This is an optimization exercise on Yosys and OpenROAD, whose aim is small area, not a production implementation. Function was checked by simulation only, so behaviour that the tests miss may differ from the original.

## design/flow/design.v

```verilog
module dff_mux (rst,clk,E,IN,OUT);
parameter WIDTH = 18;
parameter RSTTYPE = "SYNC";
parameter SEL = 0; 
input rst, clk, E;
input [WIDTH-1:0] IN;
output [WIDTH-1:0] OUT;
reg [WIDTH-1:0] Reg;
generate 
    if (RSTTYPE == "SYNC") begin
        always @(posedge clk) begin
            if (rst)
                Reg <= 0;
            else
            if (E)
                Reg <= IN;
        end
    end 
    else
    if (RSTTYPE == "ASYNC") begin
       always @(posedge clk or posedge rst) begin
            if (rst)
                Reg <= 0;
            else
            if (E)
                Reg <= IN;
       end
    end
endgenerate
assign OUT = (SEL)? Reg : IN;
endmodule
module DSP (A,B,C,D,CARRYIN,M,P,CARRYOUT,CARRYOUTF,CLK,OPMODE,
CEA,CEB,CEC,CECARRYIN,CED,CEM,CEOPMODE,CEP
,RSTA,RSTB,RSTC,RSTCARRYIN,RSTD,RSTM,RSTOPMODE,RSTP
,BCOUT,PCOUT,PCIN,BCIN);
input [17:0] A, B, D, BCIN;
input [47:0] C, PCIN;
input CLK, CARRYIN, RSTA, RSTB, RSTM, RSTP, RSTC, RSTD, RSTCARRYIN, RSTOPMODE;
input CEA, CEB, CEM, CEP, CEC, CED, CECARRYIN, CEOPMODE;
input [7:0] OPMODE;
output [17:0] BCOUT;
output [47:0] PCOUT, P;
output [35:0] M;
output CARRYOUT, CARRYOUTF;
parameter A0REG = 0; 
parameter A1REG = 1; 
parameter B0REG = 0; 
parameter B1REG = 1; 
parameter CREG = 1; 
parameter DREG = 1; 
parameter MREG = 1; 
parameter PREG = 1; 
parameter CARRYINREG = 1; 
parameter CARRYOUTREG = 1;
parameter OPMODEREG = 1; 
parameter CARRYINSEL = "OPMODE5"; 
parameter B_INPUT = "DIRECT"; 
parameter RSTTYPE = "SYNC"; 
wire CARRY_IN_OUT,CARRY_OUT_OUT,CARRY_IN;
reg CARRY_OUT_IN;
wire [17:0] D_OUT,B0_IN,B0_OUT,B1_OUT,A0_OUT,B1_in,A1_OUT;
reg [17:0] PRE_add_sub;
wire [35:0] M_OUT,M_1_OUT;
wire [47:0] C_OUT;
reg [47:0] POST_add_sub; 
wire [7:0] OPMODE_REG;
wire[47:0] P_OUT;
reg [47:0] X_OUT,Z_OUT;
dff_mux  #(.RSTTYPE(RSTTYPE),.WIDTH(18),.SEL(DREG)) 
D_REG(.rst(RSTD),.clk(CLK),.IN(D),.E(CED),.OUT(D_OUT));
assign B0_IN=(B_INPUT == "DIRECT")?B:(B_INPUT=="CASCADE")?BCIN:0;
dff_mux  #(.RSTTYPE(RSTTYPE),.WIDTH(18),.SEL(B0REG)) 
B0_REG(.rst(RSTB),.clk(CLK),.IN(B0_IN),.E(CEB),.OUT(B0_OUT));
dff_mux  #(.RSTTYPE(RSTTYPE),.WIDTH(18),.SEL(A0REG)) 
A0_REG(.rst(RSTA),.clk(CLK),.IN(A),.E(CEA),.OUT(A0_OUT));
dff_mux  #(.RSTTYPE(RSTTYPE),.WIDTH(48),.SEL(CREG)) 
C_REG(.rst(RSTC),.clk(CLK),.IN(C),.E(CEC),.OUT(C_OUT));
always @(*) begin
     if (OPMODE_REG[6])
        PRE_add_sub = D_OUT - B0_OUT;
    else
        PRE_add_sub = D_OUT + B0_OUT;
end
assign B1_in=(OPMODE_REG[4])?PRE_add_sub:B0_OUT;
dff_mux  #(.RSTTYPE(RSTTYPE),.WIDTH(18),.SEL(B1REG)) 
B1_REG(.rst(RSTB),.clk(CLK),.IN(B1_in),.E(CEB),.OUT(B1_OUT));
dff_mux  #(.RSTTYPE(RSTTYPE),.WIDTH(18),.SEL(A1REG)) 
A1_REG(.rst(RSTA),.clk(CLK),.IN(A0_OUT),.E(CEA),.OUT(A1_OUT));
assign M_OUT = A1_OUT*B1_OUT;
dff_mux  #(.RSTTYPE(RSTTYPE),.WIDTH(36),.SEL(MREG)) 
M_REG(.rst(RSTM),.clk(CLK),.IN(M_OUT),.E(CEM),.OUT(M_1_OUT));
assign M=~(~(M_1_OUT));
always @(*) begin
    case ({OPMODE_REG[1],OPMODE_REG[0]})
        2'b00: X_OUT = 48'b0;
        2'b01: X_OUT = M_1_OUT;
        2'b10: X_OUT = P_OUT;
        2'b11: X_OUT = {D_OUT[11:0],A1_OUT,B1_OUT};
    endcase
end
always @(*) begin
    case ({OPMODE_REG[3],OPMODE_REG[2]})
        2'b00: Z_OUT = 48'b0;
        2'b01: Z_OUT = PCIN;
        2'b10: Z_OUT = P_OUT;
        2'b11: Z_OUT =  C_OUT;
    endcase
end
assign CARRY_IN=(CARRYINSEL=="OPMODE5")?OPMODE_REG[5]:(CARRYINSEL=="CARRYIN")?CARRYIN:0;
dff_mux  #(.RSTTYPE(RSTTYPE),.WIDTH(1),.SEL(CARRYINREG)) 
CYI(.rst(RSTCARRYIN),.clk(CLK),.IN(CARRY_IN),.E(CECARRYIN),.OUT(CARRY_IN_OUT));
always @(*) begin
    if(OPMODE_REG[7]) begin
        {CARRY_OUT_IN,POST_add_sub} =  Z_OUT-X_OUT-CARRY_IN_OUT;
    end
        else begin
        {CARRY_OUT_IN,POST_add_sub} =  Z_OUT+X_OUT+CARRY_IN_OUT;
    end
end
dff_mux  #(.RSTTYPE(RSTTYPE),.WIDTH(1),.SEL(CARRYOUTREG)) 
CYO(.rst(RSTCARRYIN),.clk(CLK),.IN(CARRY_OUT_IN),.E(CECARRYIN),.OUT(CARRY_OUT_OUT));
dff_mux  #(.RSTTYPE(RSTTYPE),.WIDTH(48),.SEL(PREG)) 
P_REG(.rst(RSTP),.clk(CLK),.IN(POST_add_sub),.E(CEP),.OUT(P_OUT));
dff_mux  #(.RSTTYPE(RSTTYPE),.WIDTH(8),.SEL(OPMODEREG)) 
OPMODE0_REG(.rst(RSTOPMODE),.clk(CLK),.IN(OPMODE),.E(CEOPMODE),.OUT(OPMODE_REG));
assign PCOUT=P_OUT;
assign P=P_OUT;
assign CARRYOUT=CARRY_OUT_OUT;
assign CARRYOUTF=CARRY_OUT_OUT;
assign BCOUT = B1_OUT;
endmodule
```

## design/flow/config.mk

```make
export PLATFORM = sky130hd
export DESIGN_NAME = DSP
export DESIGN_NICKNAME = DSP
export VERILOG_FILES = /design/flow/design.v
export SDC_FILE = /design/flow/constraint.sdc
export NUM_CORES = 4
export LEC_CHECK = 0
export CAP_MARGIN = 20
export CORE_MARGIN = 2
export CORE_UTILIZATION = 40
export SLEW_MARGIN = 20
```

## design/flow/constraint.sdc

```tcl
create_clock -name core_clock -period 8.0 [get_ports {CLK}]
set_input_delay 1.6000 -clock core_clock [delete_from_list [all_inputs] [get_ports {CLK}]]
set_output_delay 1.6000 -clock core_clock [all_outputs]
set_load 0.01 [all_outputs]
```

## design/flow/run.sh

```bash
#!/bin/bash
# synth_recipe.tcl (not shown) runs the flow's synth.tcl, then flattens the netlist and writes it again
# the make line also repeats each setting of config.mk as NAME=value (left out here)
make -C /OpenROAD-flow-scripts/flow DESIGN_CONFIG=/design/flow/config.mk WORK_HOME=/design/flow/orfs CLKGATE_MAP_FILE= SYNTH_SCRIPT=/design/flow/synth_recipe.tcl finish
```

==> results.toml <==
[worst_setup_path]
cp-start-kind = "flop"
r2r-end = "M_REG.Reg[33]"
critPathRequiredTime_ns = 8.35
regToRegSetupSlack_ns = 1.13
cpPeakStageDelay_ns = 1.02
r2r_start = "A1_REG.Reg[14]"
cp_cell_sequence = "and2_1, fa_1, inv_1, fa_1, fa_1, inv_1, fa_1, fa_1, inv_1, fa_1, inv_1, ha_1, a21oi_1, o21ai_0, a21o_1, a21o_1, a311oi_1, a21oi_1, a21boi_0, mux2i_1, o311ai_0"
reg2reg_depth = 21
worstPathArrival_ns = 7.22
end_kind = "flop"
cp_max_fo = 20
critical-path-slowest-cell = "dfxtp_1"
critPathKind = "reg2reg"
critPathBufInv = 4
critPathTopFamily = "adder cells"
crit_top_cell = "fa_1"

[yosys]
synth_top_flop_cell = "dfxtp_1"
netlist_instances = 3433
ys_seq_elements = 196
syn_area_sq_um = 28000
yosysSeqAreaShare = 0.140
synth-edff-count = 0
syn-num-nets = 4155
synthArstFlopShare = 0
avgSynthCellArea_sq_um = 8.17
synth_cell_types = 91
yosysWarnings = 7

[flow_run]
cap_violations = 0

[sta]
fmax_mhz = 146
max-slew-margin-rel = 0.296
tns_ns = 0
setup_violations = 0
hold_viol = 0
holdWs_ns = 0.493
rsz0062_at_grt = "no"
clock-skew-final_ns = 0.0157
setup_ws_ns = 1.13
min_period_ns = 6.87
slew_viol_final = 0
fin_crit_sh = 0.858
worst_pin_slew_ns = 1.05

[clock_tree]
clkTransAtPathRegs_ns = 0.08
clk_latency_ns = 0.51
postCtsResizedCells = 0
cts-htree-levels = 4
cts_buffers = 17
cts_tree = "yes"
postCtsHoldBufs = 0
clock-sinks = 196
postCtsSetupRepairBufs = 0
cts_buffer_depth = 2
clockRootBuffer = "clkbuf_16"

[place]
pre_cts_ws_ns = 1.21
port_buffers = 326
gp_congestion = 0.945
place_area_sq_um = 31700
hpwl_um = 75400

[grt]
grt_max_degree = 64
grt_use_total = 0.263
grt.overflow.total = 0
grt_pass1_wl_um = 145000
first_global_vias = 25000
antenna_found_initial = 4

[power]
power_mw = 4.45
p_per_area_nw_per_um2 = 138
peakVddDrop_mv = 0.138
p_leak_nw = 15.0

[floorplanning]
die_h_um = 269
initial_core_util = 0.402
die-area_sq_um = 72200
fp.dieW_um = 269
core_sq_um = 69700
boundaryPins = 346
row_count = 97

[worst_hold_path]
holdPathEnd = "C_REG.Reg[41]"
hp-class = "reg2reg"
hold_depth = 2
min_from = "C_REG.Reg[41]"

[detailed_routing]
drtIter0Drc = 1618
detail_route.first_pass.iterations = 5
routed_wl_um = 95100
vias = 25000
drt.antenna.violating_nets = 0
wire_per_inst_um = 20.9
drc_errors = 0
vias_per_cell = 5.50

[run_status]
status = "complete, no violations"

[final_layout]
area_growth_pct = 15.3
drive_above_1_share = 0.0550
layout_common_cells = "inv_1, clkdlybuf4s50_1, nand2_1, nor2_1, ha_1"
design_area_sq_um = 32300
fin_nets = 4306
layout_commonest_cell = "inv_1"
## cell type report
| class | count | area (sq um) |
|---|---|---|
| timing repair buffer | 378 | 3630 |
| tap | 940 | 1180 |
| inverter | 457 | 1720 |
| fill | 7034 | 37300 |
| antenna | 2 | 5.00 |
| clock buffer | 17 | 425 |
| sequential | 196 | 3930 |
| multi-input combinational | 2534 | 21300 |
| clock inverter | 15 | 144 |
## per-layer routing
metal / up-vias / routed length (um) / global-route usage
met1: 12200 / 41700 / 0.340
met2: 817 / 43700 / 0.434
met4: 6 / 3770 / 0.104
met5: - / 41 / 0
li1: 11800 / - / -
met3: 181 / 5890 / 0.0473
## tightest hold or removal path, cell delays in order (launching register included)
cell and delay [ns]:
dfxtp_1 0.33, mux2i_1 0.06, nor2_1 0.07
## worst max path at each step
stage	start	slack (ns)	depth (start not counted)	to
final	A1_REG.Reg[14]	1.13	21	M_REG.Reg[33]
after global routing	B1_REG.Reg[6]	0.83	21	M_REG.Reg[33]
after CTS	A1_REG.Reg[10]	1.21	20	M_REG.Reg[33]
after detailed placement	A1_REG.Reg[14]	1.21	20	M_REG.Reg[33]
after global placement	A1_REG.Reg[14]	1.25	20	M_REG.Reg[33]
after floorplan	B1_REG.Reg[3]	1.73	22	M_REG.Reg[35]
## state kept, by name, indices dropped and copies added (netlist names)
name and flops:
CYI.Reg 1, OPMODE0_REG.Reg 8, P_REG.Reg 48, B1_REG.Reg 18
C_REG.Reg 48, CYO.Reg 1, D_REG.Reg 18, M_REG.Reg 36
A1_REG.Reg 18
## report_power, final
part | total (mW) | switching [mW] | internal (mW)
clock | 0.916 | 0.504 | 0.412
sequential | 1.22 | 0.159 | 1.06
combinational | 2.32 | 1.32 | 0.991
## cell usage after synthesis (all sizes together), types with 13 or more instances
library cell  instances  share of area
inv                 456          0.061
nand2               309          0.041
a21oi               160          0.029
nor3                 41         0.0073
xnor2                91          0.028
nor2b                36         0.0080
dfxtp               196           0.14
a22oi                21         0.0056
a21o                 46          0.012
xor2                 34          0.011
a211oi               53          0.014
nand4                25         0.0056
buf                  81          0.018
fa                  261           0.19
and3                 23         0.0051
or3                  14         0.0031
a22o                 67          0.021
o21a                 20         0.0054
a31oi                31         0.0069
ha                  267           0.12
nand3                36         0.0064
o211ai               24         0.0066
nor2                287          0.038
o21bai               16         0.0043
mux2i               144          0.051
clkbuf              165          0.022
a21boi               13         0.0035
o21ai               114          0.020
nand2b               20         0.0045
mux2                 82          0.033
and2                147          0.033
## logic make-up (layout without fill, tap and decap cells)
kind of cell	after synthesis	count (layout)	synth area share
adder cells (fa/ha/maj)	528	528	0.306
AND/OR/NAND/NOR	975	975	0.164
AO/OA/AOI/OAI	680	680	0.166
multiplexers	226	226	0.0843
buffers and inverters	703	867	0.101
other	0	2	0
XOR/XNOR	125	125	0.0390
flip-flops	196	196	0.140
## metrics by stage
stage               instances   util
floorplan                3433      -
global placement         4505  0.456
detailed placement       4505  0.456
CTS                      4537  0.464
global route             4538  0.464
finish                   4539  0.464

[port drivers added, routing unchanged]
The results above use ideal ports. As a check the final layout listed here was re-extracted and re-timed, cells and wires unchanged. Step 1 (the two cells are an assumption about what drives the block):
set clk [get_ports {CLK}]
set_driving_cell -lib_cell sky130_fd_sc_hd__clkbuf_16 $clk
set_driving_cell -lib_cell sky130_fd_sc_hd__buf_2 [delete_from_list [all_inputs] $clk]
Step 2 moves the port delays by t, midway between the first and last clock arrival at a register: inputs arrive t later, outputs are due t later. That takes back most of the time a late clock gives input paths. a / b / c = ideal ports / drivers / drivers and shift; a / b = the first two.
t, ns: 0.571
setup slack, ns: 1.135 / 1.135 / 1.135
clock arrival spread, ns: 0.016 / 0.015
After both steps this run still meets setup and hold. The setup slack of this run moves by 0.000 ns with the drivers and by 0.000 ns with both steps.
